Source: an optimization exercise on an open RTL-to-GDS flow (aim: small area, a short achievable clock period and few clock cycles per item). Production flows keep margins and buffers that such runs may drop. Function was not checked in any run shown here: the RTL went through the layout flow alone. No activity file was given, so power comes from the tool's default toggle rates.

===== flow/design.v =====
`timescale 1ns / 1ps
module FP16_div(
    input [15:0]data_dividend,
    input [15:0]data_divisor,
    input input_valid,
    input clk,
    input rst,
    output [15:0]data_q,
    output reg output_update,
    output reg idle
    );
    reg found;               
    reg s;                   
    reg [12:0] X;            
    reg [10:0] D;            
    reg [6:0] F;             
    reg [10:0] M;            
    assign data_q = {s, F[4:0], M[9:0]};
    wire busy = ~idle;
    wire load = input_valid & idle;
    wire [4:0] ea = data_dividend[14:10];
    wire [4:0] eb = data_divisor[14:10];
    wire ea_nz = |ea;
    wire eb_nz = |eb;
    wire [12:0] X_in = ea_nz ? {2'b00, 1'b1, data_dividend[9:0]} : {2'b00, data_dividend[9:0], 1'b0};
    wire [10:0] D_in = eb_nz ? {1'b1, data_divisor[9:0]} : {data_divisor[9:0], 1'b0};
    wire [6:0] F_in = {2'b00, ea} + {2'b00, ~eb} + 7'b1110001;    
    wire sub = ~X[12];
    wire [11:0] T = X[11:0] + ({1'b0, D} ^ {12{sub}}) + {11'd0, sub};
    wire q = ~T[11];
    wire Dz = ~|D;
    wire dn = ~D[10];
    wire last = found & M[10];
    wire f_ovf = ~F[6] & F[5] & (|F[4:0]);                
    wire f_32 = F == 7'd32;                               
    wire f_zero = $signed(F) <= -10;
    wire f_m9 = F == 7'b1110111;                          
    wire f_den = ($signed(F) >= -8) & ($signed(F) <= 1);
    wire f_two = F == 7'd2;
    wire [3:0] mk = 4'd2 - F[3:0];                        
    wire [10:0] marker = (~found & f_den) ? (11'd1 << mk) : 11'd0;
    wire ovf = Dz | (~dn & ~found & (f_ovf | (f_32 & q)));
    wire done = ovf | (~dn & (found ? M[10] : (f_zero | f_m9)));
    wire [6:0] Fpm = F + ((found | dn) ? 7'h01 : 7'h7f);
    wire m_ones = &M[9:0];
    wire sat = m_ones & (F[4:0] == 5'd30);
    wire [9:0] M_inc = M[9:0] + 10'd1;
    wire em_zero = ~|{F[4:0], M[9:0]};
    always @(posedge clk) begin
        if (rst) begin
            idle <= 1'b1;
            output_update <= 1'b0;
        end else if (load) begin
            idle <= 1'b0;
            output_update <= 1'b0;
        end else begin
            idle <= idle | done;
            output_update <= busy & done;
        end
    end
    always @(posedge clk) begin
        if (load) begin
            s <= data_dividend[15] ^ data_divisor[15];
            X <= X_in;
            D <= D_in;
            F <= F_in;
            M <= 11'd0;
            found <= 1'b0;
        end else if (ovf) begin
            F <= 7'd30;
            M <= 11'h3ff;
        end else if (dn) begin
            D <= {D[9:0], 1'b0};
            F <= Fpm;
        end else begin
            X <= {T, 1'b0};
            if (found) begin
                if (M[10]) begin
                    if (q & ~sat) begin
                        M[9:0] <= M_inc;
                        if (m_ones) F <= Fpm;
                    end
                    if (em_zero & ~q) s <= 1'b0;
                end else begin
                    M <= {M[9:0], q};
                end
            end else begin
                M <= {10'd0, (q | f_two) & ~f_zero} | marker;
                found <= q | f_two | f_den | f_zero | f_m9;      
                if (f_zero) s <= 1'b0;
                if (f_m9) s <= s & q;
                if (f_zero | f_m9 | f_den) F <= 7'd0;
                else if (f_two) F <= {6'd0, q};
                else F <= Fpm;
            end
        end
    end
endmodule

===== flow/constraint.sdc =====
create_clock -name core_clock -period 5.0 [get_ports {clk}]
set_input_delay 1.0000 -clock core_clock [delete_from_list [all_inputs] [get_ports {clk}]]
set_output_delay 1.0000 -clock core_clock [all_outputs]
set_load 0.01 [all_outputs]

===== flow/config.mk =====
export PLATFORM = sky130hd
export DESIGN_NAME = FP16_div
export DESIGN_NICKNAME = FP16_div
export VERILOG_FILES = /design/flow/design.v
export SDC_FILE = /design/flow/constraint.sdc
export NUM_CORES = 4
export LEC_CHECK = 0
export CAP_MARGIN = 20
export CORE_MARGIN = 2
export CORE_UTILIZATION = 40
export SETUP_SLACK_MARGIN = 1.5
export SLEW_MARGIN = 20

===== flow/run.sh =====
#!/bin/bash
# synth_recipe.tcl (not shown) runs the flow's synth.tcl, then flattens the netlist and writes it again
# the make line also repeats each setting of config.mk as NAME=value (left out here)
make -C /OpenROAD-flow-scripts/flow DESIGN_CONFIG=/design/flow/config.mk WORK_HOME=/design/flow/orfs CLKGATE_MAP_FILE= SYNTH_SCRIPT=/design/flow/synth_recipe.tcl finish

==> results of run 1 <==
through the flow:
step	total power, uW	hold slack (ns)
floorplan	2210	0.567
global placement	2590	0.600
detailed placement	2630	0.606
CTS	2910	0.621
finish	2950	0.618
global route	3230	0.658
per-layer routing:
| layer | global-route usage, % | share of wire [%] | vias to the layer above |
|---|---|---|---|
| met3 | 2.92 | 3.9 | 6 |
| met4 | 3.64 | 0.65 | 0 |
| met5 | 0 | 0 | - |
| met1 | 24.7 | 46 | 1555 |
| li1 | - | - | 1688 |
| met2 | 34.4 | 49 | 80 |
timing repair:
| item | in CTS | in global routing |
|---|---|---|
| resized for setup | 1 | 2 |
| setup endpoints to repair | 13 | 35 |
| cloned | 0 | 0 |
| setup buffers | 0 | 5 |
critical path: cells and delay by family (launching register included):
family	cells	cell delay, ns
AO/OA/AOI/OAI	5	0.78
XOR/XNOR	2	0.64
adder cells (fa/ha/maj)	1	0.30
buffers and inverters	3	0.58
flip-flops	1	0.37
AND/OR/NAND/NOR	1	0.29
cells in the mapped netlist (all sizes together), types with 2 or more instances:
master,n,area share [%]
mux2i,25,6.4
a211oi,2,0.38
clkbuf,19,1.8
or4,3,0.58
o21a,2,0.38
nand2,39,3.7
nand3,12,1.5
edfxtp,32,25
nor4,3,0.48
nor2,24,2.3
a2bb2oi,2,0.45
a21o,10,1.9
and3,4,0.64
nand2b,5,0.80
o21ai,36,4.6
o211ai,4,0.77
inv,19,1.8
xor2,8,1.8
a31oi,7,1.1
a32o,4,1.0
and2,3,0.48
o2bb2ai,2,0.45
fa,3,1.5
o31ai,8,1.9
or2,5,0.80
nor3,10,1.3
ha,25,8.0
o22ai,2,0.48
buf,23,3.9
a21boi,3,0.58
xnor2,17,4.0
a21oi,33,4.2
a32oi,2,0.45
dfxtp,14,7.2
nand3b,11,2.1
nor3b,3,0.58
nor2b,7,1.1
nand4,6,0.96
power by group through the flow:
stage          logic [uW]  clock network (uW)  registers [uW]
4_1_cts              1750                 284             877
2_1_floorplan        1470                   0             733
6_report             1810                 283             860
3_5_place_dp         1740                   0             883
5_1_grt              2050                 300             887
3_3_place_gp         1710                   0             880
layout make-up:
class | count | area (um2)
clock buffers | 6 | 72.6
repair buffers | 63 | 603
well taps | 133 | 166
multi-input cells | 342 | 2380
inverters | 19 | 71.3
flip-flops and latches | 46 | 1240
clock inverters | 2 | 37.5
fillers | 997 | 5060
flip-flops by register name (all words and copies together), names as in the netlist:
name           flops
X                 13
D                 11
M                 11
F                  7
found              1
idle               1
output_update      1
s                  1
worst paths after layout:
kind / start / slack, ns / cells past startpoint / end
hold reg to reg: idle / 0.62 / 2 / output_update
setup reg to reg: X[12] / 1.80 / 12 / D[10]
setup / recovery: X[12] / 1.80 / 12 / D[10]
hold / removal: idle / 0.62 / 2 / output_update
cell families after synthesis:
group	Yosys count	synth area share [%]
xor gates and xnor gates	25	5.79
buffers and inverters	61	7.58
DFF	46	31.7
and+or+nand+nor	139	18.2
muxes	25	6.40
AOI/OAI and AO/OA	125	20.7
adders and majority gates	28	9.54
==> run notes, run 1 <==
PwrDens 645 mW/mm2; root buf cell clkbuf_8; die area 0.0106 mm2; WP data arrival 3.27 ns; Comb power frac 61.3%; maximum clock frequency 312 MHz; design area 0.00458 mm2; Post-synth EDFFs 32; max-slew violations 0; Sw Pwr 1320 uW; GPL Wtd Cong 0.812; static leakage power 0.00175 uW; placed cell count around 600; part of the cycle the worst path needs 64.0%; Synth-to-Final Area Change 17.0%; largest net degree at the start of global routing 27; crit-path max cell delay 0.44 ns; commonest non-fill, non-tap cell in the layout clkdlybuf4s50_1; Final Util between 40% and 50%; Clock power frac a little under a tenth; die width between 100 and 150 um; antenna violations before repair 0; Worst Skew 0.0137 ns; Synth Flop Type edfxtp_1; Setup violations, final 0; setup TNS 0 ns; CP cell instances buf_4 -> buf_4 -> xnor2_1 -> ha_1 -> a21oi_1 -> o21ai_0 -> a21oi_1 -> o41ai_2 -> xnor2_2 -> o22ai_4 -> buf_4 -> or2_2; fin cells 611; yosys warns 1; fin crit period 3.20 ns; antenna diode count 0; core region area 0.00964 mm2; WL/cell between 15 and 20 um; I/O pins 53; detailed router's first-iteration violation count 86; PortBufs 52; worst-case clock buffer depth 2; Max-Cap Viols 0; clk sinks 46; Hold/Removal Path Class reg -> reg; Synth Area per Inst 8.71 um2; Detailed Routing Iterations Pass 1 4; placed inst area between 0.004 and 0.005 mm2; status complete, no violations; Crit-path slowest cell xnor2_2; Hold-fix buffers, CTS 0; Crit. End Element flop; post-detail-place hpwl between 7 and 8 mm; antenna violation net count after detailed routing 0; synthesized cell area approximately 0.0039 mm2; most frequent cells in the layout clkdlybuf4s50_1, nand2_1, o21ai_0, a21oi_1, edfxtp_1; Netlist cell types 56; grt total ovfl 0; first-pass GRT wire length 16.1 mm; Chip Height 103 um; Final Hold Vio Count 0; max_slew headroom roughly 41%; DR vias around 3300; switch share approximately 45%; ys async rst share 0%; fraction of layout cells with a size suffix above 1 6.28%; CTS HTree Levels 2; CP Class reg -> reg; initial core utilization between 40% and 50%; Worst-path clk slew approximately 0.10 ns; flops & latches, synth 46; clock insertion delay at the later pin of the skew report 0.30 ns; Critical Path Most Common Cell buf_4; final layout net count 540; setup repair after global routing missed its margin no; Rows 36; CP startpoint kind flop; cells after synthesis 449; CTS tree done; syn_nets 512; gr usage total 19.2%; sequential power share around 29%; Max VDD drop 358 uV; Worst Slack Setup Final 1.80 ns; worst-margin pin slew 0.878 ns; drt drc 0; routed vias/inst 5.45; internal power approximately 1600 uW; pre-CTS setup slack about 1.4 ns; number of global-route vias before repair 3366; Seq/Total Area, Yosys 31.7%; CP max FO 13; CP required 5.06 ns; CTS buffer count 5; drt total wl 9.83 mm
==> run 2: changes to the inputs <==
--- a/flow/config.mk
+++ b/flow/config.mk
@@ -10,3 +10,3 @@
 export CORE_UTILIZATION = 40
-export SETUP_SLACK_MARGIN = 1.5
+export SETUP_SLACK_MARGIN = 2.5
 export SLEW_MARGIN = 20
==> run 2 against run 1 <==
Effect of this change: routed wire length up 10%; fmax up 9.1%; final area up 18%; sequential power about the same; flip-flop and latch count unchanged; clock skew about the same; critical path type unchanged; critical path depth unchanged; still clean; first-iteration DRC count rose to 2.6 times the previous value.
==> run notes, run 2 <==
status complete, no violations; design area 0.00540 mm2 (+18%); number of global-route vias before repair 3404 (+1.1%); Worst Skew 0.0136 ns (-0.000129 ns); DR vias 3562 (+7.0%); die area 0.0106 mm2 (unchanged); clock insertion delay at the later pin of the skew report 0.31 ns (about the same); CP Class reg -> reg; final layout net count 572 (+5.9%); Seq/Total Area, Yosys 31.7% (unchanged); Tot Pwr 3800 uW (+29%); synthesized cell area 0.00391 mm2 (unchanged); Max-Cap Viols 0 (unchanged); static leakage power 0.00208 uW (+19%); CTS HTree Levels 2 (unchanged); worst setup path start X[12]; Post-synth EDFFs 32 (unchanged); worst-margin pin slew 0.851 ns (-0.0270 ns); gr usage total 20.7% (+1.5 points); largest net degree at the start of global routing 39 (+44%); CP max FO 7 (-6); post-synth top area cell edfxtp_1; antenna violation net count after detailed routing 0 (unchanged); max-slew violations 0 (unchanged); Detailed Routing Iterations Pass 1 5 (+1); PortBufs 52 (unchanged); worst-case clock buffer depth 2 (unchanged); CTS tree done; Most flops, register X; Largest register FFs 13 (unchanged); reg2reg start X[12]; Area contributors post-synth edfxtp_1, ha_1, dfxtp_1; post-detail-place hpwl 7.29 mm (-0.44%); R2R setup slack 2.07 ns (+0.27 ns); part of the cycle the worst path needs 58.7% (-5.4 points); Netlist cell types 56 (unchanged); Synth-to-Final Area Change 38.1%; Max VDD drop 319 uV (-11%); Synth Flop Type edfxtp_1; flops & latches, synth 46 (unchanged); PwrDens 704 mW/mm2 (+9.2%); commonest non-fill, non-tap cell in the layout clkdlybuf4s50_1; Worst Slack Setup Final 2.07 ns (+0.268 ns); setup TNS 0 ns (unchanged); most frequent cells in the layout clkdlybuf4s50_1, edfxtp_1, nand2_1, buf_4, mux2i_1; top flop regs X (13), D (11), M (11); pre-CTS setup slack 1.45 ns (+0.0430 ns); detailed router's first-iteration violation count 227 (+160%); ys async rst share 0% (unchanged); Hold/Removal Path Class reg -> reg; grt total ovfl 0 (unchanged); I/O pins 53 (unchanged); setup repair after global routing missed its margin yes; Crit. End Element flop; antenna diode count 0 (unchanged); CP startpoint kind flop; core region area 0.00964 mm2 (unchanged); CP required 5.02 ns (-0.04 ns); GPL Wtd Cong 0.859 (+5.8%); WP data arrival 2.96 ns (-0.31 ns); Synth Area per Inst 8.71 um2 (unchanged); count leader, synth nand2_1; fraction of layout cells with a size suffix above 1 24.9% (+19 points); cells after synthesis 449 (unchanged); syn_nets 512 (unchanged); placed inst area 0.00447 mm2 (+1.1%); Rows 36 (unchanged); CTS buffer count 5 (unchanged); area fraction of the dominant cell type after synthesis 24.6% (unchanged); initial core utilization 40.6% (unchanged); routed vias/inst 5.54 (+1.7%); Chip Height 103 um (unchanged); die width 103 um (unchanged); clk sinks 46 (unchanged); reg2reg path depth 12 (unchanged); maximum clock frequency 341 MHz (+9.1%); Commonest cells post-synth nand2_1, o21ai_0, a21oi_1; fin crit period 2.93 ns (-0.268 ns); drt total wl 10.9 mm (+10%); root buf cell clkbuf_8; first-pass GRT wire length 17.2 mm (+6.3%); Worst-path clk slew 0.10 ns (about the same); Setup violations, final 0 (unchanged); WL/cell 16.9 um (+5.0%); Setup crit end X[11]; Final Hold Vio Count 0 (unchanged); R2R Path End X[11]; yosys warns 1 (unchanged); antenna violations before repair 0 (unchanged); max_slew headroom 43.3% (+2.0 points); drt drc 0 (unchanged)
## run 2: cell counts after synthesis
No cell type changed its count.
## run 2: metrics by stage
| step | utilization, % | hold slack [ns] | std cells |
|---|---|---|---|
| floorplan | - | 0.567 | 449 |
| global placement | 46.3 | 0.608 | 598 |
| detailed placement | 46.3 | 0.618 | 598 |
| CTS | 52.6 | 0.631 | 631 |
| global route | 56.0 | 0.662 | 643 |
| finish | 56.0 | 0.626 | 643 |
## run 2: worst max-delay path: stages, from the launching register on
cell,delay (ns)
edfxtp_1,0.53
buf_6,0.19
xnor2_4,0.12
ha_1,0.30
nand2_2,0.06
o31ai_4,0.21
nand3_2,0.14
o41ai_4,0.34
xnor2_4,0.16
o22ai_4,0.21
buf_8,0.18
nand2_8,0.08
nand2_8,0.12
## run 2: routing by layer
layer | vias up | GRT usage, % | share of wire [%]
li1 | 1757 | - | -
met1 | 1715 | 29.4 | 46
met2 | 80 | 33.9 | 50
met3 | 10 | 2.51 | 3.6
met4 | 0 | 4.96 | 0.97
met5 | - | 0 | 0
## run 2: how the worst min path moves through the flow
stage          startpoint   end  cells after the start
3_5_place_dp         idle  idle                      2
5_1_grt              M[6]  M[6]                      2
6_report             idle  idle                      2
3_3_place_gp         idle  idle                      2
2_1_floorplan        M[9]  M[9]                      2
4_1_cts              idle  idle                      2
## run 2: cell type report
cell class	instances	area, um2
fill	883	4240
multi-input combinational	343	2850
sequential	46	1250
timing repair buffer	94	926
tap	133	166
inverter	19	75.1
clock buffer	5	68.8
clock inverter	3	68.8
## run 2: what timing repair did
action | CTS | global route
pin swaps | 30 | 19
buffers inserted | 23 | 11
endpoints found under the setup margin | 70 | 70
hold buffers | 0 | 0
gates cloned | 2 | 1
gates resized for setup | 67 | 41
## run 2: power breakdown
part           internal (uW)  switching [uW]  leakage [uW]
Combinational           1310            1290       0.00157
Clock                    200             140     0.0000683
Sequential               632             226      0.000442
## run 2: cells by family after synthesis
family | count (synthesis) | synth area share (%)
AOI/OAI and AO/OA | 125 | 20.7
xor gates and xnor gates | 25 | 5.79
adders and majority gates | 28 | 9.54
buffers and inverters | 61 | 7.58
DFF | 46 | 31.7
muxes | 25 | 6.40
and+or+nand+nor | 139 | 18.2
==> run 3: changes to the inputs <==
--- a/flow/design.v
+++ b/flow/design.v
@@ -62,5 +62,13 @@
         if (load) begin
-            s <= data_dividend[15] ^ data_divisor[15];
             X <= X_in;
             D <= D_in;
+        end else if (dn) begin
+            D <= {D[9:0], 1'b0};
+        end else begin
+            X <= {T, 1'b0};
+        end
+    end
+    always @(posedge clk) begin
+        if (load) begin
+            s <= data_dividend[15] ^ data_divisor[15];
             F <= F_in;
@@ -72,25 +80,21 @@
         end else if (dn) begin
-            D <= {D[9:0], 1'b0};
             F <= Fpm;
+        end else if (found) begin
+            if (M[10]) begin
+                if (q & ~sat) begin
+                    M[9:0] <= M_inc;
+                    if (m_ones) F <= Fpm;
+                end
+                if (em_zero & ~q) s <= 1'b0;
+            end else begin
+                M <= {M[9:0], q};
+            end
         end else begin
-            X <= {T, 1'b0};
-            if (found) begin
-                if (M[10]) begin
-                    if (q & ~sat) begin
-                        M[9:0] <= M_inc;
-                        if (m_ones) F <= Fpm;
-                    end
-                    if (em_zero & ~q) s <= 1'b0;
-                end else begin
-                    M <= {M[9:0], q};
-                end
-            end else begin
-                M <= {10'd0, (q | f_two) & ~f_zero} | marker;
-                found <= q | f_two | f_den | f_zero | f_m9;      
-                if (f_zero) s <= 1'b0;
-                if (f_m9) s <= s & q;
-                if (f_zero | f_m9 | f_den) F <= 7'd0;
-                else if (f_two) F <= {6'd0, q};
-                else F <= Fpm;
-            end
+            M <= {10'd0, (q | f_two) & ~f_zero} | marker;
+            found <= q | f_two | f_den | f_zero | f_m9;      
+            if (f_zero) s <= 1'b0;
+            if (f_m9) s <= s & q;
+            if (f_zero | f_m9 | f_den) F <= 7'd0;
+            else if (f_two) F <= {6'd0, q};
+            else F <= Fpm;
         end
==> flow/flow/run.sh (new file) <==
#!/bin/bash
# Standard layout, with the port buffers made from buf_2 cells.
set -euo pipefail
export BUFFER_PORTS_ARGS="-buffer_cell sky130_fd_sc_hd__buf_2"
bash standard.sh > standard.log 2>&1
==> flow/standard.sh (new file) <==
#!/bin/bash
# synth_recipe.tcl (not shown) runs the flow's synth.tcl, then flattens the netlist and writes it again
# the make line also repeats each setting of config.mk as NAME=value (left out here)
make -C /OpenROAD-flow-scripts/flow DESIGN_CONFIG=/design/flow/config.mk WORK_HOME=/design/flow/orfs CLKGATE_MAP_FILE= SYNTH_SCRIPT=/design/flow/synth_recipe.tcl "${@:-finish}"
--- a/flow/config.mk
+++ b/flow/config.mk
@@ -10,3 +10,3 @@
 export CORE_UTILIZATION = 40
-export SETUP_SLACK_MARGIN = 2.5
+export SETUP_SLACK_MARGIN = 1.5
 export SLEW_MARGIN = 20
removed: flow/run.sh
==> run 3 against run 2 <==
Effect of this change: still clean; via count fell by 3.2%; hold slack got worse by 0.12 ns; non-clock buffer count fell by 34; final cell count shrank 5.6%; first-iteration DRC count down 18%; count of clock-buffer cells in the layout rose by 1; register-to-register slack worse by 0.33 ns; fmax fell by 10%.
==> run notes, run 3 <==
sequential power share 29.9% (+7.3 points); area fraction of the dominant cell type after synthesis 23.5% (-1.0 points); syn_nets 515 (+0.59%); core region area 0.00968 mm2 (+0.47%); post-detail-place hpwl 7.00 mm (-4.0%); PortBufs 52 (unchanged); largest net degree at the start of global routing 39 (unchanged); Area contributors post-synth edfxtp_1, ha_1, dfxtp_1; Setup violations, final 0 (unchanged); reg2reg path depth 11 (-1); ys async rst share 0% (unchanged); status complete, no violations; antenna violation net count after detailed routing 0 (unchanged); Largest register FFs 13 (unchanged); grt total ovfl 0 (unchanged); Worst-path clk slew 0.10 ns (about the same); clock insertion delay at the later pin of the skew report 0.31 ns (about the same); Netlist cell types 59 (+5.4%); synthesized cell area 0.00396 mm2 (+1.2%); Synth Area per Inst 8.75 um2 (+0.48%); commonest non-fill, non-tap cell in the layout buf_2; GPL Wtd Cong 0.837 (-2.5%); switch share 46.7% (+3.1 points); Bufs and invs on worst path 1 (-1); Filler Cell Count 970 (+9.9%); Max VDD drop 223 uV (-30%); reg2reg start X[12]; drt drc 0 (unchanged); Chip Height 103 um (+0.55%); CTS HTree Levels 2 (unchanged); Rows 36 (unchanged); worst setup path start X[12]; R2R Path End M[2]; yosys warns 1 (unchanged); Crit. End Element flop; max_slew headroom 34.0% (-9.3 points); CTS tree done; Hold-fix buffers, CTS 0 (unchanged); setup repair after global routing missed its margin no; most frequent cells in the layout buf_2, nor2_1, o21ai_0, a21oi_1, edfxtp_1; Clock power frac 8.5% (-0.5 points); initial core utilization 40.8% (+0.28 points); part of the cycle the worst path needs 65.3% (+6.6 points); critical path's top delay family compound AO/OA/AOI/OAI gates; Synth-to-Final Area Change 9.05%; maximum clock frequency 306 MHz (-10%); first-pass GRT wire length 15.9 mm (-7.2%); internal power 1500 uW (-30%); top flop regs X (13), D (11), M (11); Comb power frac 61.6% (-6.9 points); Post-synth EDFFs 31 (-3.1%); drt total wl 9.58 mm (-12%); CP required 5.21 ns (+0.19 ns); worst-case clock buffer depth 2 (unchanged); gr usage total 18.8% (-2.0 points); DR vias 3448 (-3.2%); CP startpoint kind flop; design area 0.00431 mm2 (-20%); setup TNS 0 ns (unchanged); Detailed Routing Iterations Pass 1 5 (unchanged); static leakage power 0.00168 uW (-19%); clk sinks 46 (unchanged); R2R setup slack 1.74 ns (-0.33 ns); Final Hold Vio Count 0 (unchanged); Synth Flop Type edfxtp_1; root buf cell clkbuf_8; fin crit period 3.26 ns (+0.330 ns); antenna diode count 0 (unchanged); CP Depth 11 (-1); I/O pins 53 (unchanged); detailed router's first-iteration violation count 187 (-18%); max-slew violations 0 (unchanged); die area 0.0107 mm2 (+1.1%); CP cell instances buf_12 -> xnor2_1 -> ha_1 -> a21o_1 -> a21oi_1 -> a21bo_1 -> a31oi_1 -> or4_1 -> a31oi_2 -> o2111ai_1 -> o311a_1; crit-path max cell delay 0.50 ns (-0.03 ns); Seq/Total Area, Yosys 31.1% (-0.61 points); number of global-route vias before repair 3217 (-5.5%); PwrDens 654 mW/mm2 (-7.1%); routed vias/inst 5.68 (+2.5%); CP Class reg -> reg; CTS buffer count 5 (unchanged); Worst Skew 0.0110 ns (-0.00252 ns); Hold/Removal Path Class reg -> reg; final hold slack 0.503 ns (-0.123 ns); post-synth top area cell edfxtp_1; antenna violations before repair 0 (unchanged); WP data arrival 3.47 ns (+0.51 ns); placed inst area 0.00418 mm2 (-6.3%); Most flops, register X; Commonest cells post-synth a21oi_1, nor2_1, o21ai_0; Sw Pwr 1320 uW (-21%); fraction of layout cells with a size suffix above 1 16.9% (-8.0 points); Max-Cap Viols 0 (unchanged); worst-margin pin slew 0.986 ns (+0.135 ns); CP max FO 11 (+4); Final Util 44.5% (-11 points); die width 103 um (+0.55%); Crit-path slowest cell a31oi_2; cells after synthesis 452 (+0.67%); WL/cell 15.8 um (-6.6%); final layout net count 536 (-6.3%); Setup crit end M[2]; flops & latches, synth 46 (unchanged)
run 3: worst register-to-register path, delay by kind of cell (launching register included):
kind / cells / cell delay, ns
AO/OA/AOI/OAI: 7 / 1.60
XOR/XNOR: 1 / 0.17
flip-flops: 1 / 0.43
adder cells (fa/ha/maj): 1 / 0.30
buffers and inverters: 1 / 0.18
AND/OR/NAND/NOR: 1 / 0.49
run 3: per-layer routing:
metal	track usage (%)	up-vias	part of all wire [%]
met2	29.7	117	46
met3	2.08	11	5.4
met4	6.07	0	1.6
li1	-	1708	-
met1	26.8	1612	47
met5	0	-	0
run 3: logic make-up (layout without fill, tap and decap cells):
kind of cell | Yosys count | after routing | synth area share (%)
and+or+nand+nor | 142 | 142 | 19.1
AOI/OAI and AO/OA | 124 | 124 | 21.0
buffers and inverters | 62 | 84 | 7.66
DFF | 46 | 46 | 31.1
xor gates and xnor gates | 32 | 32 | 7.09
adders and majority gates | 28 | 28 | 9.43
muxes | 18 | 18 | 4.56
run 3: power groups by stage:
stage / clock, uW / sequential (uW) / combinational, uW
4_1_cts: 244 / 844 / 1710
3_3_place_gp: 0 / 866 / 1620
3_5_place_dp: 0 / 871 / 1650
5_1_grt: 255 / 874 / 1950
2_1_floorplan: 0 / 712 / 1480
6_report: 239 / 845 / 1740
run 3: area by class of cell:
class,count,area [um2],share of cell area (%)
tap,133,166,3.86
inverter,16,60.1,1.39
multi-input combinational,344,2430,56.5
clock buffer,6,73.8,1.71
sequential,46,1230,28.5
clock inverter,2,13.8,0.319
timing repair buffer,60,333,7.72
run 3: through the flow:
step / power, uW / cells / setup WS (ns)
after floorplan: 2190 / 452 / 1.64
after detailed placement: 2520 / 597 / 1.22
final: 2820 / 607 / 1.74
after CTS: 2800 / 607 / 1.69
after global routing: 3080 / 607 / 1.55
after global placement: 2480 / 597 / 1.33
run 3: timing repair:
item	CTS	global route
endpoints found under the hold margin	0	0
endpoints found under the setup margin	18	7
buffers inserted	2	0
pin swaps	0	0
gates resized for setup	1	1
run 3: worst min-delay path by stage:
| stage | startpoint | endpoint | slack [ns] | cells after the start |
|---|---|---|---|---|
| finish | idle | output_update | 0.50 | 1 |
| global route | idle | output_update | 0.54 | 1 |
| CTS | idle | output_update | 0.51 | 1 |
| detailed placement | idle | output_update | 0.50 | 1 |
| global placement | idle | output_update | 0.48 | 1 |
| floorplan | idle | output_update | 0.52 | 1 |
==> run 4: changes to the inputs <==
--- a/flow/config.mk
+++ b/flow/config.mk
@@ -10,3 +10,3 @@
 export CORE_UTILIZATION = 40
-export SETUP_SLACK_MARGIN = 1.5
+export SETUP_SLACK_MARGIN = 2.0
 export SLEW_MARGIN = 20
==> run 4 against run 3 <==
Effect of this change: flip-flop and latch count did not move; via count rose by 2.1%; synthesized cell count stayed put; largest power group unchanged; clock skew rose by 0.0033 ns; sequential share of layout area fell by 2.0 points; largest cell class unchanged; first-iteration DRC count increased by 19%; utilization is 3.3 points higher; non-clock buffer count is 19 higher; critical path depth unchanged; setup slack better by 0.17 ns.
==> run notes, run 4 <==
fin crit period 3.09 ns (-0.171 ns); Final Hold Vio Count 0 (unchanged); Crit. End Element flop; max_slew headroom 28.3% (-5.7 points); Setup violations, final 0 (unchanged); CP max FO 11 (unchanged); max-slew violations 0 (unchanged); flops & latches, synth 46 (unchanged); Chip Height 103 um (unchanged); Rows 36 (unchanged); Synth Area per Inst 8.75 um2 (unchanged); detailed router's first-iteration violation count 222 (+19%); part of the cycle the worst path needs 61.9% (-3.4 points); clk sinks 46 (unchanged); gr usage total 19.9% (+1.2 points); WP data arrival 3.23 ns (-0.24 ns); Seq/Total Area, Yosys 31.1% (unchanged); antenna violation net count after detailed routing 0 (unchanged); area fraction of the dominant cell type after synthesis 23.5% (unchanged); CP Class reg -> reg; Worst Slack Setup Final 1.91 ns (+0.171 ns); Worst Skew 0.0144 ns (+0.00332 ns); maximum clock frequency 323 MHz (+5.5%); most frequent cells in the layout buf_2, edfxtp_1, nor2_1, o21ai_0, a21oi_1; Commonest cells post-synth a21oi_1, nor2_1, o21ai_0; GPL Wtd Cong 0.867 (+3.5%); CP required 5.14 ns (-0.07 ns); Worst-path clk slew 0.09 ns (about the same); hold path cells 1 (unchanged); yosys warns 1 (unchanged); commonest non-fill, non-tap cell in the layout buf_2; ys async rst share 0% (unchanged); I/O pins 53 (unchanged); core region area 0.00968 mm2 (unchanged); CTS tree done; setup repair after global routing missed its margin yes; reg2reg path depth 11 (unchanged); synthesized cell area 0.00396 mm2 (unchanged); CTS HTree Levels 2 (unchanged); Post-synth EDFFs 31 (unchanged); CTS buffer count 5 (unchanged); pre-CTS setup slack 1.17 ns (-0.0447 ns); status complete, no violations; Detailed Routing Iterations Pass 1 6 (+1); setup TNS 0 ns (unchanged); fraction of layout cells with a size suffix above 1 24.1% (+7.2 points); root buf cell clkbuf_8; Hold-fix buffers, CTS 0 (unchanged); PortBufs 52 (unchanged); multi-input logic area 0.00261 mm2 (+7.3%); clock insertion delay at the later pin of the skew report 0.30 ns (about the same); static leakage power 0.00182 uW (+8.2%); Hold/Removal Path Class reg -> reg; Largest register FFs 13 (unchanged); top flop regs X (13), D (11), M (11); routed vias/inst 5.62 (-1.1%); number of global-route vias before repair 3414 (+6.1%); drt drc 0 (unchanged); worst-case clock buffer depth 2 (unchanged); Max-Cap Viols 0 (unchanged); initial core utilization 40.8% (unchanged); Synth Flop Type edfxtp_1; Area contributors post-synth edfxtp_1, ha_1, dfxtp_1; register area 0.00123 mm2 (+0.10%); drt total wl 10.2 mm (+6.5%); grt total ovfl 0 (unchanged); Max VDD drop 231 uV (+3.6%); post-synth top area cell edfxtp_1; cells after synthesis 452 (unchanged); PwrDens 695 mW/mm2 (+6.2%); Synth-to-Final Area Change 17.2%; post-detail-place hpwl 7.09 mm (+1.3%); antenna violations before repair 0 (unchanged); largest net degree at the start of global routing 31 (-21%); Netlist cell types 59 (unchanged); Filler Cell Count 918 (-5.4%); die area 0.0107 mm2 (unchanged); syn_nets 515 (unchanged); DR vias 3522 (+2.1%); CP startpoint kind flop; antenna diode count 0 (unchanged); die width 103 um (unchanged); worst-margin pin slew 1.07 ns (+0.0855 ns); WL/cell 16.3 um (+3.1%); first-pass GRT wire length 16.9 mm (+6.1%); final layout net count 556 (+3.7%); Most flops, register X
[run 4: cell counts after synthesis]
Identical to the previous run, type by type.
[run 4: path summary, 6_finish.rpt]
path / start / to / slack (ns)
worst max-delay path: X[12] / F[0] / 1.91
worst min-delay path: idle / output_update / 0.50
worst max register to register: X[12] / F[0] / 1.91
worst min register to register: idle / output_update / 0.50
[run 4: stage by stage]
stage / hold WS (ns) / util, % / power (uW) / cells / cell area [um2]
floorplan: 0.518 / - / 2200 / 452 / 3960
global placement: 0.476 / 43.2 / 2490 / 597 / 4180
detailed placement: 0.493 / 43.2 / 2520 / 597 / 4180
CTS: 0.507 / 45.8 / 2940 / 616 / 4430
global route: 0.542 / 47.9 / 3510 / 627 / 4630
finish: 0.496 / 47.9 / 3220 / 627 / 4630
[run 4: final cells by class]
class	instances	share of cell area (%)
flip-flops and latches	46	26.6
multi-input cells	345	56.4
inverters	16	1.30
clock buffers	7	1.65
clock inverters	1	0.162
repair buffers	79	10.3
well taps	133	3.59
[run 4: repair_timing]
action | 4_1_cts | 5_1_grt
gates cloned | 1 | 0
setup buffers | 10 | 11
endpoints found under the setup margin | 31 | 29
pin swaps | 5 | 14
gates resized for setup | 12 | 18
[run 4: cell families (layout without fill, tap and decap cells)]
| logic type | count (synthesis) | count (layout) | share of synthesized area (%) |
|---|---|---|---|
| adder cells (fa/ha/maj) | 28 | 28 | 9.43 |
| XOR/XNOR | 32 | 32 | 7.09 |
| AO/OA/AOI/OAI | 124 | 125 | 21.0 |
| buffers and inverters | 62 | 103 | 7.66 |
| multiplexers | 18 | 18 | 4.56 |
| AND/OR/NAND/NOR | 142 | 142 | 19.1 |
| flip-flops | 46 | 46 | 31.1 |
[run 4: critical path: stages, from the launching register on]
cell and delay, ns:
edfxtp_1 0.42, buf_12 0.18, xnor2_1 0.13, ha_1 0.31, o21a_1 0.18, o211a_1 0.21
o21ai_2 0.17, a31oi_2 0.07, or4_4 0.58, a31o_4 0.27, or3_1 0.31, o22ai_1 0.11
[run 4: metal layers]
| layer | track usage, % | routed length [um] |
|---|---|---|
| met5 | 0 | 0 |
| met4 | 6.68 | 159 |
| met3 | 2.76 | 624 |
| met2 | 32.4 | 4840 |
| met1 | 27.4 | 4580 |
[run 4: power by group]
part | switching [uW] | total [uW] | internal, uW | leakage (uW)
combinational | 1070 | 2130 | 1060 | 0.00133
clock | 133 | 233 | 99.4 | 0.0000385
sequential | 240 | 853 | 613 | 0.000442
total | 1450 | 3220 | 1770 | 0.00182
==> run 5: changes to the inputs <==
--- a/flow/config.mk
+++ b/flow/config.mk
@@ -9,4 +9,4 @@
 export CORE_MARGIN = 2
-export CORE_UTILIZATION = 40
-export SETUP_SLACK_MARGIN = 2.0
+export CORE_UTILIZATION = 65
+export SETUP_SLACK_MARGIN = 1.5
 export SLEW_MARGIN = 20
==> run 5 against run 4 <==
Effect of this change: clock power increased by 2%; sequential share of layout area increased by 2.4 points; largest cell class unchanged; synthesized cell count unchanged; flip-flop and latch count did not move; count of clock-buffer cells in the layout fell by 1; clock skew up 0.0011 ns; critical path type unchanged; power down 13%; register-to-register slack got worse by 0.24 ns.
==> run notes, run 5 <==
Detailed Routing Iterations Pass 1 5 (-1); flops & latches, synth 46 (unchanged); grt total ovfl 0 (unchanged); Synth Area per Inst 8.75 um2 (unchanged); PortBufs 52 (unchanged); hold path cells 1 (unchanged); Max-Cap Viols 0 (unchanged); commonest non-fill, non-tap cell in the layout buf_2; routed vias/inst 6.25 (+11%); Most flops, register X; setup repair after global routing missed its margin no; die width 82.0 um (-21%); Synth Flop Type edfxtp_1; drt total wl 9.14 mm (-10%); CTS HTree Levels 2 (unchanged); R2R Path End F[0]; status complete, no violations; cells after synthesis 452 (unchanged); Hold/Removal Path Class reg -> reg; CP startpoint kind flop; drt drc 0 (unchanged); R2R setup slack 1.67 ns (-0.24 ns); GPL Wtd Cong 0.888 (+2.4%); Largest register FFs 13 (unchanged); part of the cycle the worst path needs 66.7% (+4.8 points); maximum clock frequency 300 MHz (-7.2%); placed inst area 0.00411 mm2 (-1.7%); design area 0.00424 mm2 (-8.5%); number of global-route vias before repair 3058 (-10%); CP required 5.14 ns (about the same); worst-margin pin slew 1.06 ns (-0.0157 ns); WP data arrival 3.48 ns (+0.25 ns); detailed router's first-iteration violation count 253 (+14%); CP max FO 17 (+6); fin crit period 3.33 ns (+0.240 ns); reg2reg path depth 11 (unchanged); Tot Pwr 2810 uW (-13%); I/O pins 53 (unchanged); core region area 0.00589 mm2 (-39%); Hold-fix buffers, CTS 0 (unchanged); fraction of layout cells with a size suffix above 1 16.8% (-7.2 points); Area contributors post-synth edfxtp_1, ha_1, dfxtp_1; worst setup path start X[12]; synthesized cell area 0.00396 mm2 (unchanged); Rows 28 (-22%); max-slew violations 0 (unchanged); post-detail-place hpwl 6.63 mm (-6.6%); Crit. End Element flop; Worst-path clk slew 0.10 ns (about the same); antenna violations before repair 0 (unchanged); die area 0.00672 mm2 (-37%); antenna diode count 0 (unchanged); Final Hold Vio Count 0 (unchanged); gr usage total 27.4% (+7.5 points); setup TNS 0 ns (unchanged); clk sinks 46 (unchanged); Final Util 72.1% (+24 points); reg2reg start X[12]; fin cells 550 (-12%); Post-synth EDFFs 31 (unchanged); antenna violation net count after detailed routing 0 (unchanged); Seq/Total Area, Yosys 31.1% (unchanged); Worst Skew 0.0155 ns (+0.00114 ns); syn_nets 515 (unchanged); placed cell count 539 (-9.7%); Setup crit end F[0]; area fraction of the dominant cell type after synthesis 23.5% (unchanged); yosys warns 1 (unchanged); post-synth top area cell edfxtp_1; most frequent cells in the layout buf_2, nor2_1, o21ai_0, a21oi_1, edfxtp_1; top flop regs X (13), D (11), M (11); PwrDens 662 mW/mm2 (-4.8%); ys async rst share 0% (unchanged); Netlist cell types 59 (unchanged); Max VDD drop 398 uV (+73%); Synth-to-Final Area Change 7.28%; CTS buffer count 5 (unchanged); Setup violations, final 0 (unchanged); CTS tree done; final layout net count 537 (-3.4%); first-pass GRT wire length 14.4 mm (-15%); initial core utilization 67.2% (+26 points); CP Class reg -> reg; max_slew headroom 29.4% (+1.1 points); worst-case clock buffer depth 2 (unchanged); Chip Height 82.0 um (-21%); static leakage power 0.00168 uW (-7.6%); Commonest cells post-synth a21oi_1, nor2_1, o21ai_0; root buf cell clkbuf_8; WL/cell 16.6 um (+2.1%); largest net degree at the start of global routing 35 (+13%); DR vias 3437 (-2.4%); clock insertion delay at the later pin of the skew report 0.31 ns (about the same)
[run 5: changes by cell type in the layout (fill, tap and decap cells not counted), moves of 4 or more]
cell | previous run | this run
nor3_1 | 8 | 12
nor3_2 | 4 | 0
buf_4 | 25 | 9
xnor2_1 | 16 | 20
[run 5: per-layer routing]
metal  up-vias  global-route usage (%)  routed length [um]
li1       1715                       -                   -
met1      1593                    39.2                4350
met2       119                    45.0                4220
met3        10                    3.96                 506
met4         0                    3.83                  58
met5         -                       0                   0
[run 5: logic make-up after synthesis]
| logic type | Yosys count | share of synthesized area (%) |
|---|---|---|
| AO/OA/AOI/OAI | 124 | 21.0 |
| XOR/XNOR | 32 | 7.09 |
| adder cells (fa/ha/maj) | 28 | 9.43 |
| buffers and inverters | 62 | 7.66 |
| flip-flops | 46 | 31.1 |
| multiplexers | 18 | 4.56 |
| AND/OR/NAND/NOR | 142 | 19.1 |
[run 5: repair_timing]
item                       CTS  global route
resized for setup            1             2
setup endpoints to repair   18             9
setup buffers                3             0
[run 5: power breakdown]
group          internal (uW)  leakage (uW)  switching (uW)  total (uW)
sequential               612      0.000442             222         833
combinational            786       0.00119             951        1740
clock                   99.1     0.0000452             138         237
[run 5: area by class of cell]
class	instances	area, um2
sequential	46	1230
clock buffer	6	72.6
multi-input combinational	344	2440
timing repair buffer	61	328
fill	478	1640
clock inverter	2	13.8
inverter	16	60.1
tap	75	93.8
[run 5: worst min-delay path by stage]
stage | startpoint | endpoint | slack [ns]
4_1_cts | idle | output_update | 0.51
2_1_floorplan | idle | output_update | 0.52
3_5_place_dp | idle | output_update | 0.50
3_3_place_gp | idle | output_update | 0.49
6_report | idle | output_update | 0.51
5_1_grt | idle | output_update | 0.53
[run 5: through the flow]
stage / hold WS, ns / setup slack (ns)
2_1_floorplan: 0.518 / 1.64
3_3_place_gp: 0.488 / 1.38
3_5_place_dp: 0.495 / 1.21
4_1_cts: 0.511 / 1.73
5_1_grt: 0.528 / 1.50
6_report: 0.510 / 1.67
[run 5: critical path: stages, from the launching register on]
cell	delay [ns]
edfxtp_1	0.40
buf_4	0.18
xnor2_1	0.18
ha_1	0.31
o21a_1	0.19
o211a_1	0.20
o21ai_0	0.24
a31oi_1	0.14
or4_1	0.52
a31o_4	0.34
or3_1	0.34
o22ai_1	0.11
==> run 6: changes to the inputs <==
==> flow/run.sh (new file) <==
#!/bin/bash
# synth_recipe.tcl (not shown) runs the flow's synth.tcl, then flattens the netlist and writes it again
# the make line also repeats each setting of config.mk as NAME=value (left out here)
make -C /OpenROAD-flow-scripts/flow DESIGN_CONFIG=/design/flow/config.mk WORK_HOME=/design/flow/orfs CLKGATE_MAP_FILE= SYNTH_SCRIPT=/design/flow/synth_recipe.tcl finish
--- a/flow/config.mk
+++ b/flow/config.mk
@@ -9,3 +9,3 @@
 export CORE_MARGIN = 2
-export CORE_UTILIZATION = 65
+export CORE_UTILIZATION = 40
 export SETUP_SLACK_MARGIN = 1.5
removed: flow/flow/run.sh
removed: flow/standard.sh
==> run 6 against run 5 <==
Effect of this change: register-to-register slack improved by 0.06 ns; synthesized cell count did not move; die area rose by 59%; global-route usage fell by 8.6 points.
==> run notes, run 6 <==
number of global-route vias before repair 3276 (+7.1%); core region area 0.00968 mm2 (+65%); register area 0.00123 mm2 (unchanged); PwrDens 626 mW/mm2 (-5.4%); CP required 5.06 ns (-0.08 ns); syn_nets 515 (unchanged); Chip Height 103 um (+26%); CTS buffer count 5 (unchanged); post-detail-place hpwl 6.99 mm (+5.5%); first-pass GRT wire length 16.0 mm (+11%); Max-Cap Viols 0 (unchanged); fin cells 605 (+10%); drt total wl 9.48 mm (+3.8%); flops & latches, synth 46 (unchanged); Crit. End Element flop; Synth Flop Type edfxtp_1; cells after synthesis 452 (unchanged); setup TNS 0 ns (unchanged); CTS HTree Levels 2 (unchanged); root buf cell clkbuf_8; critical path's top delay family simple AND/OR/NAND/NOR gates; Seq/Total Area, Yosys 31.1% (unchanged); DR vias 3370 (-1.9%); yosys warns 1 (unchanged); max-slew violations 0 (unchanged); Max VDD drop 184 uV (-54%); worst-margin pin slew 1.06 ns (+0.00751 ns); top flop regs X (13), D (11), M (11); area fraction of the dominant cell type after synthesis 23.5% (unchanged); status complete, no violations; WP data arrival 3.33 ns (-0.15 ns); Synth-to-Final Area Change 15.1%; Crit-path slowest cell nor2_1; final layout net count 534 (-0.56%); antenna violations before repair 0 (unchanged); R2R setup slack 1.73 ns (+0.06 ns); Worst Skew 0.00766 ns (-0.00784 ns); WL/cell 15.7 um (-5.6%); Tot Pwr 2850 uW (+1.5%); crit-path max cell delay 0.81 ns (+0.29 ns); drt drc 0 (unchanged); I/O pins 53 (unchanged); most frequent cells in the layout clkdlybuf4s50_1, nor2_1, o21ai_0, a21oi_1, edfxtp_1; Filler Cell Count 965 (+100%); largest net degree at the start of global routing 30 (-14%); fin crit period 3.27 ns (-0.0629 ns); Area contributors post-synth edfxtp_1, ha_1, dfxtp_1; ys async rst share 0% (unchanged); synthesized cell area 0.00396 mm2 (unchanged); fraction of layout cells with a size suffix above 1 5.08% (-12 points); clock insertion delay at the later pin of the skew report 0.31 ns (about the same); antenna diode count 0 (unchanged); Hold/Removal Path Class reg -> reg; max_slew headroom 28.8% (-0.50 points); post-synth top area cell edfxtp_1; Synth Area per Inst 8.75 um2 (unchanged); Rows 36 (+29%); Setup violations, final 0 (unchanged); multi-input logic area 0.00243 mm2 (-0.36%); GPL Wtd Cong 0.887 (about the same); CP max FO 11 (-6); CP cell instances clkdlybuf4s50_1 -> or4_1 -> nor2_1 -> inv_1 -> o211ai_1 -> o31ai_1; static leakage power 0.00164 uW (-2.0%); Commonest cells post-synth a21oi_1, nor2_1, o21ai_0; initial core utilization 40.8% (-26 points); gr usage total 18.8% (-8.6 points); die width 103 um (+26%); routed vias/inst 5.57 (-11%); grt total ovfl 0 (unchanged); detailed router's first-iteration violation count 178 (-30%); maximum clock frequency 306 MHz (+1.9%); Largest register FFs 13 (unchanged); clk sinks 46 (unchanged); PortBufs 52 (unchanged); Netlist cell types 59 (unchanged); part of the cycle the worst path needs 65.4% (-1.3 points); worst-case clock buffer depth 2 (unchanged); antenna violation net count after detailed routing 0 (unchanged); placed cell count 596 (+11%); Most flops, register X; Hold-fix buffers, CTS 0 (unchanged); CP startpoint kind input port; die area 0.0107 mm2 (+59%); CTS tree done; Final Hold Vio Count 0 (unchanged); Post-synth EDFFs 31 (unchanged); commonest non-fill, non-tap cell in the layout clkdlybuf4s50_1; setup repair after global routing missed its margin no; Detailed Routing Iterations Pass 1 5 (unchanged); CP Class in -> reg; Bufs and invs on worst path 2 (+1); Worst-path clk slew 0.09 ns (about the same)
run 6: cells by family (layout without fill, tap and decap cells):
logic type               count (synthesis)  in the layout  share of synthesized area (%)
AO/OA/AOI/OAI                          124            124                           21.0
XOR/XNOR                                32             32                           7.09
adder cells (fa/ha/maj)                 28             28                           9.43
buffers and inverters                   62             82                           7.66
flip-flops                              46             46                           31.1
multiplexers                            18             18                           4.56
AND/OR/NAND/NOR                        142            142                           19.1
run 6: power breakdown:
part	total, uW	switching [uW]	internal (uW)
sequential	839	227	612
combinational	1780	928	850
clock	233	136	96.6
total	2850	1290	1560
run 6: metal layers:
metal / up-vias / routed length, um / track usage [%]
met5: - / 0 / 0
met4: 0 / 123 / 5.26
met3: 10 / 432 / 2.42
met2: 92 / 4330 / 29.4
met1: 1561 / 4600 / 27.5
li1: 1707 / - / -
run 6: final cells by class:
cell class              instances  area share [%]
multi-input cells             344            53.5
flip-flops and latches         46            27.0
repair buffers                 58            12.7
well taps                     133            3.66
clock buffers                   6            1.59
inverters                      16            1.32
clock inverters                 2           0.192
run 6: worst paths after layout:
| path | startpoint | endpoint | cells after the start |
|---|---|---|---|
| setup reg to reg | X[12] | M[2] | 11 |
| setup / recovery | data_dividend[11] | X[5] | 6 |
| hold reg to reg | idle | output_update | 1 |
| hold / removal | idle | output_update | 1 |
run 6: stage by stage:
step	utilization (%)	cell area, um2	setup slack (ns)	hold slack (ns)
floorplan	-	3960	1.64	0.518
detailed placement	45.8	4440	1.24	0.499
global route	47.0	4550	1.51	0.558
global placement	45.8	4440	1.34	0.498
finish	47.0	4550	1.73	0.521
CTS	46.9	4540	1.56	0.523
run 6: what timing repair did:
action / 4_1_cts / 5_1_grt
cloned: 0 / 0
endpoints found under the setup margin: 18 / 7
resized for setup: 1 / 1
pin swaps: 0 / 0
hold endpoints to repair: 0 / 0
buffers inserted: 1 / 0
==> run 7: changes to the inputs <==
==> flow/design.v (replaced) <==
`timescale 1ns / 1ps
module FP16_div(
    input [15:0]data_dividend,
    input [15:0]data_divisor,
    input input_valid,
    input clk,
    input rst,
    output [15:0]data_q,
    output reg output_update,
    output reg idle
    );
    reg found;               
    reg st;                  
    reg qr;                  
    reg s;                   
    reg [12:0] X;            
    reg [10:0] D;            
    reg [6:0] E;             
    reg [9:0] M;             
    assign data_q = {s, E[4:0], M[9:0]};
    wire busy = ~idle;
    wire load = input_valid & idle;
    wire [4:0] ea = data_dividend[14:10];
    wire [4:0] eb = data_divisor[14:10];
    wire ea_nz = |ea;
    wire eb_nz = |eb;
    wire [12:0] X_in = ea_nz ? {2'b00, 1'b1, data_dividend[9:0]} : {2'b00, data_dividend[9:0], 1'b0};
    wire [10:0] D_in = eb_nz ? {1'b1, data_divisor[9:0]} : {data_divisor[9:0], 1'b0};
    wire [6:0] E_in = {2'b00, ea} + {2'b00, ~eb} + 7'b1110000;    
    wire sub = ~X[12];
    wire [11:0] T = X[11:0] + ({1'b0, D} ^ {12{sub}}) + {11'd0, sub};
    wire q = ~T[11];
    wire Dz = ~|D;
    wire dn = ~D[10];
    wire signed [6:0] Es = E;
    wire e_ovf = Es >= 32;
    wire e31 = E == 7'd31;
    wire e_zero = Es <= -11;
    wire e_m10 = Es == -10;
    wire e_m9 = Es == -9;
    wire e_den = (Es >= -8) & (Es <= 0);
    wire e1 = E == 7'd1;
    wire [3:0] mk = 4'd1 - E[3:0];                    
    wire [9:0] marker = 10'd1 << mk;
    wire [6:0] Ep1 = E + 7'd1;
    wire [6:0] Em1 = E - 7'd1;
    wire [13:0] EM9 = {E[4:0], M[8:0]};
    wire [13:0] EM9_inc = EM9 + 14'd1;
    wire sat = (EM9 == {5'd30, 9'h1ff}) & qr;
    wire [14:0] rounded = (q & ~sat) ? (qr ? {EM9_inc, 1'b0} : {EM9, 1'b1}) : {EM9, qr};
    wire em_zero = ~|{EM9, qr};
    wire rnd_now = st & found & M[9];
    wire ovf = Dz | (~dn & ((~st & e_ovf) | (st & ~found & e31 & qr)));
    wire done = ovf | (~dn & (st ? (found ? M[9] : e_m9) : (e_zero | e_m10)));
    always @(posedge clk) begin
        if (rst) begin
            idle <= 1'b1;
            output_update <= 1'b0;
        end else if (load) begin
            idle <= 1'b0;
            output_update <= 1'b0;
        end else begin
            idle <= idle | done;
            output_update <= busy & done;
        end
    end
    always @(posedge clk) begin
        if (load) begin
            X <= X_in;
            D <= D_in;
            st <= 1'b0;
        end else if (dn) begin
            D <= {D[9:0], 1'b0};
        end else begin
            X <= {T, 1'b0};
            st <= 1'b1;
        end
        qr <= q;
    end
    always @(posedge clk) begin
        if (load) begin
            s <= data_dividend[15] ^ data_divisor[15];
            E <= E_in;
            M <= 10'd0;
            found <= 1'b0;
        end else if (ovf) begin
            E <= 7'd30;
            M <= 10'h3ff;
        end else if (dn) begin
            E <= Ep1;
        end else if (~st) begin
            if (e_zero) begin
                E <= 7'd0;
                s <= 1'b0;
            end else if (e_m10) begin
                E <= 7'd0;
                M <= {9'd0, q};
                s <= s & q;
            end
        end else if (found) begin
            if (M[9]) begin
                {E[4:0], M} <= rounded;
                if (em_zero & ~q) s <= 1'b0;
            end else begin
                M <= {M[8:0], qr};
            end
        end else begin
            found <= 1'b1;
            if (e_m9) begin
                E <= 7'd0;
                M <= {8'd0, qr & q, qr ^ q};
                s <= s & (qr | q);
            end else if (e_den) begin
                E <= 7'd0;
                M <= marker | {9'd0, qr};
            end else if (e1) begin
                E <= {6'd0, qr};
                M <= 10'd1;
            end else if (qr) begin
                M <= 10'd1;
            end else begin
                found <= 1'b0;
                E <= Em1;
            end
        end
    end
endmodule
==> flow/flow/run.sh (new file) <==
#!/bin/bash
# Standard layout, with the port buffers made from buf_2 cells.
set -euo pipefail
export BUFFER_PORTS_ARGS="-buffer_cell sky130_fd_sc_hd__buf_2"
bash standard.sh > standard.log 2>&1
==> flow/standard.sh (new file) <==
#!/bin/bash
# synth_recipe.tcl (not shown) runs the flow's synth.tcl, then flattens the netlist and writes it again
# the make line also repeats each setting of config.mk as NAME=value (left out here)
make -C /OpenROAD-flow-scripts/flow DESIGN_CONFIG=/design/flow/config.mk WORK_HOME=/design/flow/orfs CLKGATE_MAP_FILE= SYNTH_SCRIPT=/design/flow/synth_recipe.tcl "${@:-finish}"
removed: flow/run.sh
==> run 7 against run 6 <==
Effect of this change: clock skew rose by 0.0046 ns; routed wire length increased by 35%; clock power is 44% higher; hold slack gained 0.016 ns; final area is 6.5% higher; critical path depth is 7 higher; power increased by 16%; global-route usage grew 3.2 points; setup slack worse by 0.041 ns; die area rose by 9.3%; combinational power grew 18%; via count up 26%; critical endpoint is now E[0]; largest cell class unchanged.
==> run notes, run 7 <==
CP max FO 12 (+1); Seq/Total Area, Yosys 28.8% (-2.3 points); placed cell count 688 (+15%); syn_nets 595 (+16%); core region area 0.0107 mm2 (+10%); Worst-path clk slew 0.10 ns (about the same); post-synthesis mux area share 4.41% (-0.14 points); PwrDens 682 mW/mm2 (+9.0%); Hold/Removal Path Class reg -> reg; fin cells 703 (+16%); CTS tree done; CP Class reg -> reg; Synth-to-Final Area Change 11.7%; Area contributors post-synth edfxtp_1, ha_1, dfxtp_1; grt total ovfl 0 (unchanged); CTS HTree Levels 2 (unchanged); WP data arrival 3.32 ns (about the same); Final Hold Vio Count 0 (unchanged); Hold-fix buffers, CTS 0 (unchanged); cells after synthesis 528 (+17%); first-pass GRT wire length 20.3 mm (+27%); antenna violation net count after detailed routing 0 (unchanged); post-detail-place hpwl 9.57 mm (+37%); Filler Cell Count 1099 (+14%); Synth Area in Simple Gates 22.3% (+3.2 points); setup TNS 0 ns (unchanged); Largest register FFs 13 (unchanged); Max-Cap Viols 0 (unchanged); post-synthesis adder-cell area fraction 9.57% (+0.15 points); pre-CTS setup slack 1.19 ns (-0.0435 ns); top flop regs X (13), D (11), M (10); static leakage power 0.00194 uW (+18%); largest net degree at the start of global routing 25 (-17%); Post-synth EDFFs 31 (unchanged); Crit. End Element flop; multi-input logic area 0.00287 mm2 (+18%); commonest non-fill, non-tap cell in the layout buf_2; most frequent cells in the layout buf_2, nor2_1, nand2_1, o21ai_0, a21oi_1; CP startpoint kind flop; setup repair after global routing missed its margin no; largest family of logic cells by synthesized area simple AND/OR/NAND/NOR gates; maximum clock frequency 302 MHz (-1.2%); max-slew violations 0 (unchanged); flops & latches, synth 47 (+2.2%); area fraction of the dominant cell type after synthesis 21.5% (-2.1 points); clock insertion delay at the later pin of the skew report 0.30 ns (about the same); count leader, synth nor2_1; CP required 5.01 ns (-0.05 ns); post-synth top area cell edfxtp_1; antenna violations before repair 0 (unchanged); Commonest cells post-synth nor2_1, nand2_1, o21ai_0; fin crit period 3.31 ns (+0.0409 ns); Worst Slack Setup Final 1.69 ns (-0.0409 ns); clk sinks 47 (+2.2%); Worst Skew 0.0123 ns (+0.00460 ns); DR vias 4237 (+26%); Setup violations, final 0 (unchanged); Synth Area in XOR/XNOR 8.30% (+1.2 points); WL/cell 18.2 um (+16%); PortBufs 52 (unchanged); compound-gate portion of the synthesized area 20.8% (-0.22 points); fraction of layout cells with a size suffix above 1 14.7% (+9.7 points); detailed router's first-iteration violation count 359 (+100%); routed vias/inst 6.03 (+8.2%); synthesized cell area 0.00434 mm2 (+9.7%); placed inst area 0.00464 mm2 (+4.5%); number of global-route vias before repair 4032 (+23%); worst-margin pin slew 1.11 ns (+0.0448 ns); CTS buffer count 5 (unchanged); antenna diode count 0 (unchanged); design area 0.00485 mm2 (+6.5%); die width 108 um (+4.6%); Synth Area per Inst 8.22 um2 (-6.1%); worst-case clock buffer depth 2 (unchanged); drt drc 0 (unchanged); initial core utilization 40.6% (-0.28 points); Synth Flop Type edfxtp_1; Most flops, register X; gr usage total 22.0% (+3.2 points); Max VDD drop 296 uV (+61%); Detailed Routing Iterations Pass 1 8 (+3); status complete, no violations; root buf cell clkbuf_8; part of the cycle the worst path needs 66.2% (+0.82 points); drt total wl 12.8 mm (+35%); final layout net count 629 (+18%); ys async rst share 0% (unchanged); register area 0.00125 mm2 (+1.6%); final hold slack 0.537 ns (+0.0155 ns); I/O pins 53 (unchanged); Rows 38 (+5.6%); Netlist cell types 68 (+15%); yosys warns 1 (unchanged); die area 0.0117 mm2 (+9.3%); Chip Height 108 um (+4.6%); max_slew headroom 25.9% (-3.0 points); GPL Wtd Cong 0.949 (+6.9%)
==> run 7: changes by cell type after synthesis, moves of 7 or more <==
| cell | change |
|---|---|
| nand3b_1 | -9 |
| nor2_1 | +13 |
| nand3_1 | +15 |
| nand2_1 | +17 |
| nor4_1 | +7 |
| buf_4 | -10 |
==> run 7: worst paths after layout <==
path / from / end / slack [ns] / depth (start not counted)
min: idle / output_update / 0.54 / 1
max: X[12] / E[0] / 1.69 / 13
max reg2reg: X[12] / E[0] / 1.69 / 13
min reg2reg: idle / output_update / 0.54 / 1
==> run 7: cells by family after synthesis <==
family | Yosys count
compound gates | 139
buf+inv | 57
fa+ha+maj | 32
xor+xnor | 39
flops | 47
mux | 19
simple gates | 195
==> run 7: power breakdown <==
group          total, uW  leakage [uW]  switching, uW  internal, uW
logic               2100       0.00142           1190           905
registers            874      0.000454            266           608
clock network        336     0.0000654            136           200
total               3310       0.00194           1590          1710
==> run 7: final cells by class <==
cell class	count	area share, %
sequential	47	25.8
clock buffer	6	1.50
clock inverter	2	1.24
multi-input combinational	424	59.1
inverter	21	1.68
timing repair buffer	63	7.07
tap	140	3.61
==> run 7: worst max-delay path: stages (launching register included) <==
cell      delay (ns)
edfxtp_1        0.48
buf_4           0.21
xnor2_1         0.13
ha_1            0.35
a21oi_1         0.14
o21ai_0         0.12
or3_1           0.33
o21a_4          0.25
xnor2_4         0.29
inv_4           0.13
nor2_4          0.14
nor3_1          0.08
a211oi_2        0.21
buf_4           0.16
==> run 7: metrics by stage <==
step	power [uW]	utilization, %
detailed placement	2790	43.4
global route	3570	45.3
finish	3310	45.3
floorplan	2370	-
CTS	3180	44.9
global placement	2740	43.4
==> run 7: timing repair <==
| item | 4_1_cts | 5_1_grt |
|---|---|---|
| buffers inserted | 4 | 3 |
| gates resized for setup | 1 | 5 |
| setup endpoints to repair | 7 | 10 |
| cloned | 0 | 0 |
| pin swaps | 1 | 4 |
==> run 7: layer usage <==
layer	global-route usage (%)	vias to the layer above	share of wire (%)
met1	28.8	2023	43
met3	2.95	38	6.6
met2	37.2	166	48
met5	0	-	0
li1	-	2010	-
met4	7.88	0	2.3

[separate check: timing with driven ports]
In the flow no input, the clock included, has a driving cell. The finished layouts below were timed again as built, in two steps.
Step 1 sets driving cells, clkbuf_16 on the clock port and buf_2 on the other inputs (assumed; they add their load-dependent delay and slew).
Step 2 moves the port delays by t, midway between the first and last clock arrival at a register: inputs arrive t later, outputs are due t later. That takes back most of the time a late clock gives input paths.
Three values: ideal ports, drivers, drivers and shift; two values: the first two.
| run | t (ns) | setup WS [ns] | worst setup path after step 2 | clock arrival spread, ns | worst slew at a driven data input, ns |
|---|---|---|---|---|---|
| run 1 | 0.331 | 1.798 / 1.798 / 1.574 | input to register | 0.014 / 0.013 | 0.04 |
| run 2 | 0.337 | 2.066 / 2.066 / 1.949 | input to register | 0.014 / 0.014 | 0.04 |
| run 3 | 0.332 | 1.736 / 1.736 / 1.736 | register to register | 0.011 / 0.011 | 0.03 |
| run 4 | 0.323 | 1.907 / 1.907 / 1.861 | input to register | 0.015 / 0.014 | 0.03 |
| run 5 | 0.332 | 1.667 / 1.667 / 1.667 | register to register | 0.015 / 0.015 | 0.04 |
| run 6 | 0.336 | 1.730 / 1.733 / 1.402 | input to register | 0.007 / 0.008 | 0.03 |
| run 7 | 0.327 | 1.689 / 1.689 / 1.689 | register to register | 0.012 / 0.013 | 0.03 |
After both steps every run listed still meets setup and hold. The setup slack of run 6, which loses most, moves by +0.003 ns with the drivers and by -0.328 ns with both steps.
